What follows belongs to an exercise in optimizing a design on an open flow for small area and a short achievable clock period; a production flow would make more cautious choices.
Where RTL was checked, it was by simulation tests only, not by an equivalence proof against the original.
The RTL of run 2 was laid out without a check of its function.
Power and IR drop assume default switching activity.

`flow/config.mk`:
```
export PLATFORM = sky130hd
export DESIGN_NAME = processor
export DESIGN_NICKNAME = processor
export VERILOG_FILES = /design/flow/design.v
export SDC_FILE = /design/flow/constraint.sdc
export NUM_CORES = 4
export LEC_CHECK = 0
export CAP_MARGIN = 20
export CORE_MARGIN = 2
export CORE_UTILIZATION = 40
export SETUP_SLACK_MARGIN = 1.0
export SLEW_MARGIN = 20
```
`flow/constraint.sdc`:
```
create_clock -name core_clock -period 13.0 [get_ports {clk}]
set_input_delay 2.6000 -clock core_clock [delete_from_list [all_inputs] [get_ports {clk}]]
set_output_delay 2.6000 -clock core_clock [all_outputs]
set_load 0.01 [all_outputs]
```
`flow/design.v`:
```
module processor(
    input clk,
    input pc_reset,
    input pc_enable,
    input [31:0] instr,
    input [31:0] data_out,
    output wire[31:0] data_in,
    output wire[31:0] inst_addr,
    output wire[31:0] data_addr,
    output wire mem_read_ctrlsig,
    output wire mem_write_ctrlsig
    );
wire [5:0] op = instr[31:26];
wire [4:0] rs = instr[25:21];
wire [4:0] rt = instr[20:16];
wire [4:0] rd = instr[15:11];
wire [3:0] fn = instr[3:0];
wire [31:0] sext = {{16{instr[15]}}, instr[15:0]};
wire is_r    = op == 6'b000000;
wire is_addi = op == 6'b001000;
wire is_lw   = op == 6'b100011;
wire is_sw   = op == 6'b101011;
wire is_beq  = op == 6'b000100;
wire is_j    = op == 6'b000010;
assign mem_read_ctrlsig  = is_lw;
assign mem_write_ctrlsig = is_sw;
reg [31:0] rf [0:31];
reg [31:0] valid;
reg [31:0] a, b;
integer k;
always @* begin
    a = 32'd0;
    b = 32'd0;
    for (k = 0; k < 32; k = k + 1) begin
        a = a | (rf[k] & {32{valid[k] & (rs == k)}});
        b = b | (rf[k] & {32{valid[k] & (rt == k)}});
    end
end
wire [31:0] sum_imm = a + sext;
assign data_addr = sum_imm;
assign data_in   = b;
wire sub = fn[1];
wire [32:0] addsub = {1'b0, a} + {1'b0, b ^ {32{sub}}} + {32'd0, sub};
wire eq = a == b;
wire lt_rs_rt = addsub[31] ^ ((a[31] ^ b[31]) & (a[31] ^ addsub[31]));
wire slt = ~lt_rs_rt & ~eq;
reg [31:0] rres;
always @* begin
    case (fn)
        4'b0000, 4'b0010: rres = addsub[31:0];
        4'b0100: rres = a & b;
        4'b0101: rres = a | b;
        4'b1010: rres = {31'd0, slt};
        default: rres = 32'd0;
    endcase
end
wire we = is_r | is_addi | is_lw;
wire [4:0] wa = is_r ? rd : rt;
wire [31:0] wd = is_lw ? data_out : (is_addi ? sum_imm : rres);
always @(posedge clk)
    if (we) rf[wa] <= wd;
always @(posedge clk or posedge pc_reset)
    if (pc_reset) valid <= 32'd0;
    else if (we) valid[wa] <= 1'b1;
reg [31:2] pc;
assign inst_addr = {pc, 2'b00};
wire [31:2] pc4 = pc + 30'd1;
wire [31:2] btarget = pc4 + sext[29:0];
wire [31:2] pc_next = is_j ? {pc4[31:28], instr[25:0]} :
                      (is_beq & eq) ? btarget : pc4;
always @(posedge clk or posedge pc_reset)
    if (pc_reset) pc <= 30'h00000C00;
    else if (pc_enable) pc <= pc_next;
endmodule
```
`flow/run.sh`:
```
#!/bin/bash
# synth_recipe.tcl (not shown) runs the flow's synth.tcl, then flattens the netlist and writes it again
# the make line also repeats each setting of config.mk as NAME=value (left out here)
make -C /OpenROAD-flow-scripts/flow DESIGN_CONFIG=/design/flow/config.mk WORK_HOME=/design/flow/orfs CLKGATE_MAP_FILE= SYNTH_SCRIPT=/design/flow/synth_recipe.tcl finish
```
==> results of run 1 <==
==> repair_timing <==
| action | CTS | global route |
|---|---|---|
| resized for setup | 13 | 16 |
| cloned | 0 | 0 |
| pin swaps | 2 | 9 |
| setup endpoints to repair | 4 | 5 |
| buffers inserted | 4 | 14 |
==> critical path, delay by kind of cell <==
kind / cells / cell delay [ps]
buf+inv: 5 / 1940
fa+ha+maj: 1 / 280
compound gates: 12 / 2730
xor+xnor: 1 / 280
simple gates: 5 / 1400
==> power groups by stage <==
| stage | combinational [µW] | clock, µW | sequential (µW) |
|---|---|---|---|
| 2_1_floorplan | 572 | 0 | 3980 |
| 3_3_place_gp | 933 | 0 | 3990 |
| 3_5_place_dp | 940 | 0 | 3990 |
| 4_1_cts | 946 | 3380 | 3920 |
| 5_1_grt | 1050 | 3520 | 3920 |
| 6_report | 972 | 3380 | 3920 |
==> state kept, by name (all words and copies together), names as in the netlist <==
name	cells
rf	1024
valid	32
pc	30
==> kinds of logic (layout without fill, tap and decap cells) <==
group / count (synthesis) / after routing / synth area share
adders and majority gates: 162 / 162 / 0.0385
DFF: 1086 / 1086 / 0.607
and+or+nand+nor: 1049 / 1049 / 0.101
xor gates and xnor gates: 129 / 129 / 0.0212
AOI/OAI and AO/OA: 1401 / 1401 / 0.203
other: 1 / 9 / 0.0000705
buffers and inverters: 369 / 669 / 0.0269
muxes: 13 / 13 / 0.00254
==> final cells by class <==
type | count | area share
Inverter | 101 | 0.00612
Tap cell | 1755 | 0.0355
Clock buffer | 126 | 0.0463
Clock inverter | 81 | 0.0153
Multi-Input combinational cell | 2756 | 0.324
Sequential cell | 1086 | 0.522
Antenna cell | 7 | 0.000283
Timing Repair Buffer | 361 | 0.0507
==> cell usage in the layout (no fill, tap or decap), types with 16 or more instances in the layout <==
cell / instances
o21a_1: 17
xnor2_1: 92
and2_1: 16
o221ai_1: 20
o21bai_1: 34
nand4_1: 124
a21o_1: 44
edfxtp_1: 1024
nor2b_1: 16
nand2_1: 279
a222oi_1: 64
nand3_1: 128
dfrtp_1: 60
a221oi_1: 146
nand2b_1: 25
o211ai_1: 20
clkdlybuf4s50_1: 157
bufinv_16: 16
nor3_1: 64
clkbuf_16: 111
a21oi_1: 93
and3_2: 50
ha_1: 159
nor4_1: 27
o21ai_0: 85
xor2_1: 37
clkinv_1: 21
and4_1: 28
a22oi_1: 538
inv_1: 98
nor2_1: 152
nor2_4: 36
a31oi_1: 16
a22o_1: 172
a221o_1: 49
and3_1: 28
buf_4: 197
==> layer usage <==
metal / track usage / vias to the layer above / part of all wire
li1: - / 17600 / -
met1: 0.475 / 22800 / 0.34
met2: 0.543 / 5262 / 0.40
met3: 0.162 / 1469 / 0.17
met4: 0.236 / 6 / 0.084
met5: 0 / - / 0.00082
==> per-stage QoR <==
step                      power [µW]  hold WS (ps)
after floorplan                 4550           463
after global placement          4920           459
after detailed placement        4930           463
after CTS                       8250           473
after global routing            8490           483
final                           8280           467
==> worst min path at each step <==
stage	start	end	depth (start not counted)
5_1_grt	pc[31]	pc[31]	1
3_5_place_dp	pc[31]	pc[31]	1
4_1_cts	pc[31]	pc[31]	1
2_1_floorplan	valid[18]	valid[18]	1
6_report	pc[31]	pc[31]	1
3_3_place_gp	pc[31]	pc[31]	1
==> results.sh, run 1 <==
export IMPL_crit_path_max_fanout=20
export IMPL_slowest_stage="clkdlybuf4s50_1"
export IMPL_p_comb_frac=0.117
export IMPL_tns_ps=0
export IMPL_p_int_uw=6170
export IMPL_areaGrowthSynthToFinish_pct=16.4
export IMPL_synth_top_flop_cell="edfxtp_1"
export IMPL_r2r_start="valid[7]"
export IMPL_grt_antenna_before_repair=10
export IMPL_avgSynthCellArea_um2=12.6
export IMPL_synthTopCellsByArea="edfxtp_1, a22oi_1, ha_1, a22o_1, dfrtp_1"
export IMPL_fin_skew_ps=45.8
export IMPL_fillers=11700
export IMPL_hold_class="flop to flop"
export IMPL_power_leakage_uw=0.0213
export IMPL_final_cell_area_mm2=0.0619
export IMPL_setup_worst_path_class="input pin to primary output"
export IMPL_place_congestion=0.992
export IMPL_synth_seq_cells=1086
export IMPL_relSlewSlack=0.149
export IMPL_power_density_mw_per_mm2=134
export IMPL_layout_drive_gt1_share=0.119
export IMPL_cts_buffers=111
export IMPL_core_rowCount=133
export IMPL_vdd_drop_max_v=0.000101
export IMPL_core_area_mm2=0.132
export IMPL_reg2reg_slack_ps=5060
export IMPL_synth_seq_area_share=0.607
export IMPL_die_h_um=369
export IMPL_ioPinCount=165
export IMPL_cts_root_buf="clkbuf_16"
export IMPL_drt_iter0_drc=10900
export IMPL_crit_chain="dlygate4sd2_1 -> nor2_1 -> and3_2 -> buf_4 -> a22o_1 -> a221oi_1 -> and4_1 -> nand4_1 -> buf_4 -> ha_1 -> o21a_1 -> a2111oi_1 -> buf_4 -> nor3_1 -> o21ai_2 -> a211oi_4 -> a31oi_2 -> a211oi_1 -> o31ai_1 -> a21oi_1 -> a21o_1 -> a21oi_2 -> xnor2_1 -> clkdlybuf4s50_1"
export IMPL_synth_edf_count=1024
export IMPL_timing_hold_violations_final=0
export IMPL_portBuffers=162
export IMPL_cap_violations=0
export IMPL_cp_arrival_ps=9250
export IMPL_multiInputGateArea_mm2=0.0201
export IMPL_clk_pin_slew_ps=70
export IMPL_rsz0062_at_grt="no"
export IMPL_worst_pin_slew_ps=1280
export IMPL_ant_nets=0
export IMPL_initial_core_util=0.404
export IMPL_cts_tree="done"
export IMPL_yosys_area_top_type="edfxtp_1"
export IMPL_max_stage_delay_ps=610
export IMPL_dr_pass1_iters=12
export IMPL_fmax_mhz=84.4
export IMPL_die_w_um=369
export IMPL_yosysMostFrequentCell="edfxtp_1"
export IMPL_layout_setup_ws_ps=1150
export IMPL_crit_end="data_addr[31]"
export IMPL_ys_warn_count=1
export IMPL_fp_dieArea_mm2=0.136
export IMPL_placed_area_mm2=0.0578
export IMPL_hpwl_um=161000
export IMPL_regArea_mm2=0.0323
export IMPL_reg2regPathDepth=21
export IMPL_drt_wl_total_um=267000
export IMPL_netSwitchingFraction=0.255
export IMPL_required_ps=10400
export IMPL_synthCells=4210
export IMPL_ys_async_sr_fraction=0.0571
export IMPL_power_frac_seq=0.474
export IMPL_overflow=0
export IMPL_maxSlewViolCount=0
export IMPL_status="finished clean"
export IMPL_crit_top_cell="buf_4"
export IMPL_pwr_share_clk=0.409
export IMPL_clock_latency_ps=770
export IMPL_stdcell_count=6273
export IMPL_dp_slack_ps=395
export IMPL_fin_nets=4646
export IMPL_end_kind="primary output"
export IMPL_drc_errors=0
export IMPL_cts_hold_fix_buffers=0
export IMPL_clk_path_buf_depth=3
export IMPL_syn_cell_area_mm2=0.0532
export IMPL_setup_viol=0
export IMPL_numPlacedInstances=6041
export IMPL_vias_per_cell=7.52
export IMPL_startpoint_type="input pin"
export IMPL_grt_max_degree=63
export IMPL_grt_pass1_wl_um=359000
export IMPL_cts_sinks=1086
export IMPL_synthTopCellsByCount="edfxtp_1, a22oi_1, nand2_1, nor2_1, clkbuf_1"
export IMPL_r2r_end="rf[15][30]"
export IMPL_fin_crit_ps=11850
export IMPL_grt_usage=0.381
export IMPL_wl_per_cell_um=42.5
export IMPL_h_tree_depth=3
export IMPL_grt_pass1_vias=43300
export IMPL_num_vias=47100
export IMPL_p_sw_uw=2110
export IMPL_synthDistinctLibCells=91
export IMPL_netlist_area_leader_share=0.578
export IMPL_cp_startpoint="instr[23]"
export IMPL_utilization=0.470
export IMPL_finalCritPeriodShare=0.912
==> run 2, diff against run 1 <==
--- a/flow/design.v
+++ b/flow/design.v
@@ -26,17 +26,22 @@
 assign mem_write_ctrlsig = is_sw;
 reg [31:0] rf [0:31];
 reg [31:0] valid;
-reg [31:0] a, b;
+wire [1023:0] rf_flat;
+genvar g;
+generate
+    for (g = 0; g < 32; g = g + 1) begin : flat
+        assign rf_flat[32*g +: 32] = rf[g];
+    end
+endgenerate
+wire [31:0] a, sum_imm;
+addr_path ap(.rf(rf_flat), .valid(valid), .sel(rs), .imm(instr[15:0]), .q(a), .s(sum_imm));
+reg [31:0] b;
 integer k;
 always @* begin
-    a = 32'd0;
     b = 32'd0;
-    for (k = 0; k < 32; k = k + 1) begin
-        a = a | (rf[k] & {32{valid[k] & (rs == k)}});
+    for (k = 0; k < 32; k = k + 1)
         b = b | (rf[k] & {32{valid[k] & (rt == k)}});
-    end
 end
-wire [31:0] sum_imm = a + sext;
 assign data_addr = sum_imm;
 assign data_in   = b;
 wire sub = fn[1];
@@ -72,3 +77,19 @@
     if (pc_reset) pc <= 30'h00000C00;
     else if (pc_enable) pc <= pc_next;
 endmodule
+module addr_path(
+    input [1023:0] rf,
+    input [31:0] valid,
+    input [4:0] sel,
+    input [15:0] imm,
+    output reg [31:0] q,
+    output [31:0] s
+    );
+integer k;
+always @* begin
+    q = 32'd0;
+    for (k = 0; k < 32; k = k + 1)
+        q = q | (rf[32*k +: 32] & {32{valid[k] & (sel == k)}});
+end
+assign s = q + {{16{imm[15]}}, imm};
+endmodule
--- a/flow/config.mk
+++ b/flow/config.mk
@@ -8,5 +8,7 @@
 export CAP_MARGIN = 20
 export CORE_MARGIN = 2
 export CORE_UTILIZATION = 40
-export SETUP_SLACK_MARGIN = 1.0
+export SETUP_SLACK_MARGIN = 5
 export SLEW_MARGIN = 20
+export SYNTH_HIERARCHICAL = 1
+export SYNTH_MINIMUM_KEEP_SIZE = 0
==> run 2 against run 1 <==
Still clean. Via count grew 5.0%. Clock skew is 5.6 ps higher. Total power up 2.1%. Setup slack better by 2500 ps. Sequential power about the same. Critical path type unchanged.
==> results.sh, run 2 <==
export IMPL_status="finished clean"
export IMPL_wl_per_cell_um=44.6
export IMPL_cts_hold_fix_buffers=0
export IMPL_largest_reg_flops=1024
export IMPL_slowest_stage="and3_4"
export IMPL_layout_commonest_cell="edfxtp_1"
export IMPL_clk_pin_slew_ps=60
export IMPL_dr_pass1_iters=15
export IMPL_power_density_mw_per_mm2=127
export IMPL_netlist_area_leader_share=0.577
export IMPL_synth_edf_count=1024
export IMPL_num_vias=49500
export IMPL_worst_pin_slew_ps=1290
export IMPL_vdd_drop_max_v=0.000105
export IMPL_drt_wl_total_um=287000
export IMPL_setup_viol=0
export IMPL_most_common_layout_cells="edfxtp_1, a22oi_1, buf_4"
export IMPL_largest_register="rf"
export IMPL_crit_chain="buf_12 -> nor3_4 -> and3_4 -> buf_4 -> buf_4 -> a22o_1 -> a221oi_1 -> nand4_1 -> or3_4 -> ha_4 -> a21o_1 -> a21o_1 -> a21oi_1 -> o21ai_2 -> buf_4 -> o21ai_4 -> a31oi_4 -> a21oi_2 -> xnor2_2 -> buf_2"
export IMPL_cts_root_buf="clkbuf_16"
export IMPL_synthDistinctLibCells=95
export IMPL_finalCritPeriodShare=0.721
export IMPL_crit_path_max_fanout=6
export IMPL_fin_skew_ps=51.5
export IMPL_hpwl_um=158000
export IMPL_power_leakage_uw=0.0234
export IMPL_h_tree_depth=3
export IMPL_cts_tree="done"
export IMPL_clk_path_buf_depth=3
export IMPL_max_stage_delay_ps=570
export IMPL_avgSynthCellArea_um2=12.9
export IMPL_grt_pass1_vias=45000
export IMPL_dp_slack_ps=1790
export IMPL_drc_errors=0
export IMPL_die_w_um=369
export IMPL_syn_cell_area_mm2=0.0533
export IMPL_fmax_mhz=107
export IMPL_cp_arrival_ps=6770
export IMPL_cap_violations=0
export IMPL_relSlewSlack=0.137
export IMPL_fp_dieArea_mm2=0.136
export IMPL_rsz0062_at_grt="yes"
export IMPL_synthTopCellsByArea="edfxtp_1, a22oi_1, ha_1, a221oi_1, a22o_1"
export IMPL_worstHoldStart="pc[31]"
export IMPL_stdcell_count=6443
export IMPL_layout_setup_ws_ps=3630
export IMPL_timing_hold_violations_final=0
export IMPL_worstHoldPathCells=1
export IMPL_cts_buffers=110
export IMPL_initial_core_util=0.404
export IMPL_yosys_area_top_type="edfxtp_1"
export IMPL_grt_usage=0.407
export IMPL_core_area_mm2=0.132
export IMPL_reg2reg_slack_ps=6460
export IMPL_portBuffers=162
export IMPL_worst_hold_path_endpoint="pc[31]"
export IMPL_ys_warn_count=8
export IMPL_crit_top_cell="buf_4"
export IMPL_grt_pass1_wl_um=378000
export IMPL_ys_async_sr_fraction=0.0571
export IMPL_fin_hold_ws_ps=481
export IMPL_drt_iter0_drc=12300
export IMPL_reg2regPathDepth=26
export IMPL_synth_seq_cells=1086
export IMPL_r2r_end="rf[3][24]"
export IMPL_startpoint_type="input pin"
export IMPL_ioPinCount=165
export IMPL_yosysMostFrequentCell="edfxtp_1"
export IMPL_grt_max_degree=63
export IMPL_layout_drive_gt1_share=0.233
export IMPL_grt_antenna_before_repair=22
export IMPL_end_kind="primary output"
export IMPL_maxSlewViolCount=0
export IMPL_cts_sinks=1086
export IMPL_vias_per_cell=7.68
export IMPL_overflow=0
export IMPL_synth_seq_area_share=0.606
export IMPL_largestRegisters="rf: 1024 flops, valid: 32 flops, pc: 30 flops"
export IMPL_ant_nets=0
export IMPL_tns_ps=0
export IMPL_required_ps=10400
export IMPL_setup_worst_path_class="input pin to primary output"
export IMPL_numPlacedInstances=5910
export IMPL_die_h_um=369
export IMPL_place_congestion=1.00
export IMPL_synth_top_flop_cell="edfxtp_1"
export IMPL_fin_nets=4810
export IMPL_synthCells=4128
export IMPL_clock_latency_ps=770
export IMPL_r2r_start="valid[2]"
export IMPL_hold_class="flop to flop"
export IMPL_fin_crit_ps=9370
export IMPL_areaGrowthSynthToFinish_pct=25.3
export IMPL_synthTopCellsByCount="edfxtp_1, a22oi_1, clkbuf_1, a221oi_1, a22o_1"
export IMPL_core_rowCount=133
## run 2: where the power goes
group	total (µW)	internal [µW]	switching, µW
clock	3310	1880	1430
combinational	1210	516	690
sequential	3940	3860	79.3
## run 2: how the worst max path moves through the flow
stage                     to       from  cells past startpoint
2_1_floorplan  data_addr[24]  instr[22]                     19
3_3_place_gp   data_addr[29]  instr[25]                     16
3_5_place_dp   data_addr[29]  instr[25]                     16
4_1_cts        data_addr[31]  instr[23]                     18
5_1_grt        data_addr[24]  instr[25]                     20
6_report       data_addr[29]  instr[25]                     20
## run 2: critical path, delay by kind of cell
family | cells | cell delay [ps]
XOR/XNOR | 1 | 160
adder cells (fa/ha/maj) | 1 | 250
AND/OR/NAND/NOR | 4 | 1370
AO/OA/AOI/OAI | 9 | 1480
buffers and inverters | 5 | 860
## run 2: cell type report
type | count | area, µm²
Tap cell | 1755 | 2200
Sequential cell | 1086 | 32300
Clock inverter | 64 | 758
Inverter | 98 | 368
Fill cell | 11000 | 65200
Multi-Input combinational cell | 2668 | 22200
Antenna cell | 18 | 45.0
Clock buffer | 137 | 2900
Timing Repair Buffer | 617 | 6060
## run 2: timing repair
item                       4_1_cts  5_1_grt
buffers inserted               204       86
setup endpoints to repair      990      482
pin swaps                      132      111
gates cloned                    20        1
resized for setup              568      116
## run 2: metrics by stage
| stage | cell area, µm² | util | total power (µW) |
|---|---|---|---|
| after floorplan | 54000 | - | 4620 |
| after global placement | 58100 | 0.440 | 5000 |
| after detailed placement | 58100 | 0.440 | 5010 |
| after CTS | 65400 | 0.496 | 8330 |
| after global routing | 66800 | 0.506 | 8640 |
| final | 66800 | 0.506 | 8450 |
## run 2: modules after synthesis, one instance, submodules excluded
module	flip-flops and latches	cell area (µm²)	times used	cells inside
addr_path	0	7360	1	1048
processor	1086	46000	1	3080
## run 2: cells by family (layout without fill, tap and decap cells)
kind of cell / count (synthesis) / in the layout / synth area share
AOI/OAI and AO/OA: 1471 / 1478 / 0.210
DFF: 1086 / 1086 / 0.606
and+or+nand+nor: 858 / 868 / 0.0898
buffers and inverters: 392 / 916 / 0.0291
adders and majority gates: 162 / 162 / 0.0384
xor gates and xnor gates: 140 / 140 / 0.0230
muxes: 18 / 18 / 0.00368
other: 1 / 20 / 0.0000703
## run 2: routing by layer
layer | share of wire | vias up | track usage
met5 | 0.0038 | - | 0.0377
met4 | 0.10 | 26 | 0.315
met3 | 0.19 | 1925 | 0.226
met2 | 0.39 | 5917 | 0.554
met1 | 0.32 | 23600 | 0.467
li1 | - | 18000 | -

afterwards: timing with drivers on the ports:
Ports are ideal in the flow. The routed layouts listed here were re-timed in OpenROAD. Step 1 (the two cells are an assumption about what drives the block):
set clk [get_ports {clk}]
set_driving_cell -lib_cell sky130_fd_sc_hd__clkbuf_16 $clk
set_driving_cell -lib_cell sky130_fd_sc_hd__buf_2 [delete_from_list [all_inputs] $clk]
Step 2 times the ports against the registers' clock, not the clock port: input delays grow and output delays shrink by t, the midpoint of the rising clock arrivals with the driver on. Three values: ideal, step 1, step 2; two values: the first two.
run | t, ns | slack for setup (ns) | hold slack, ns
run 1 | 0.836 | 1.147 / 1.127 / 1.127 | 0.467 / 0.467 / 0.467
run 2 | 0.818 | 3.631 / 3.457 / 3.457 | 0.481 / 0.481 / 0.481
After both steps every run listed still meets setup and hold. The setup slack of run 2, which loses most, moves by -0.174 ns with the drivers and by -0.174 ns with both steps.
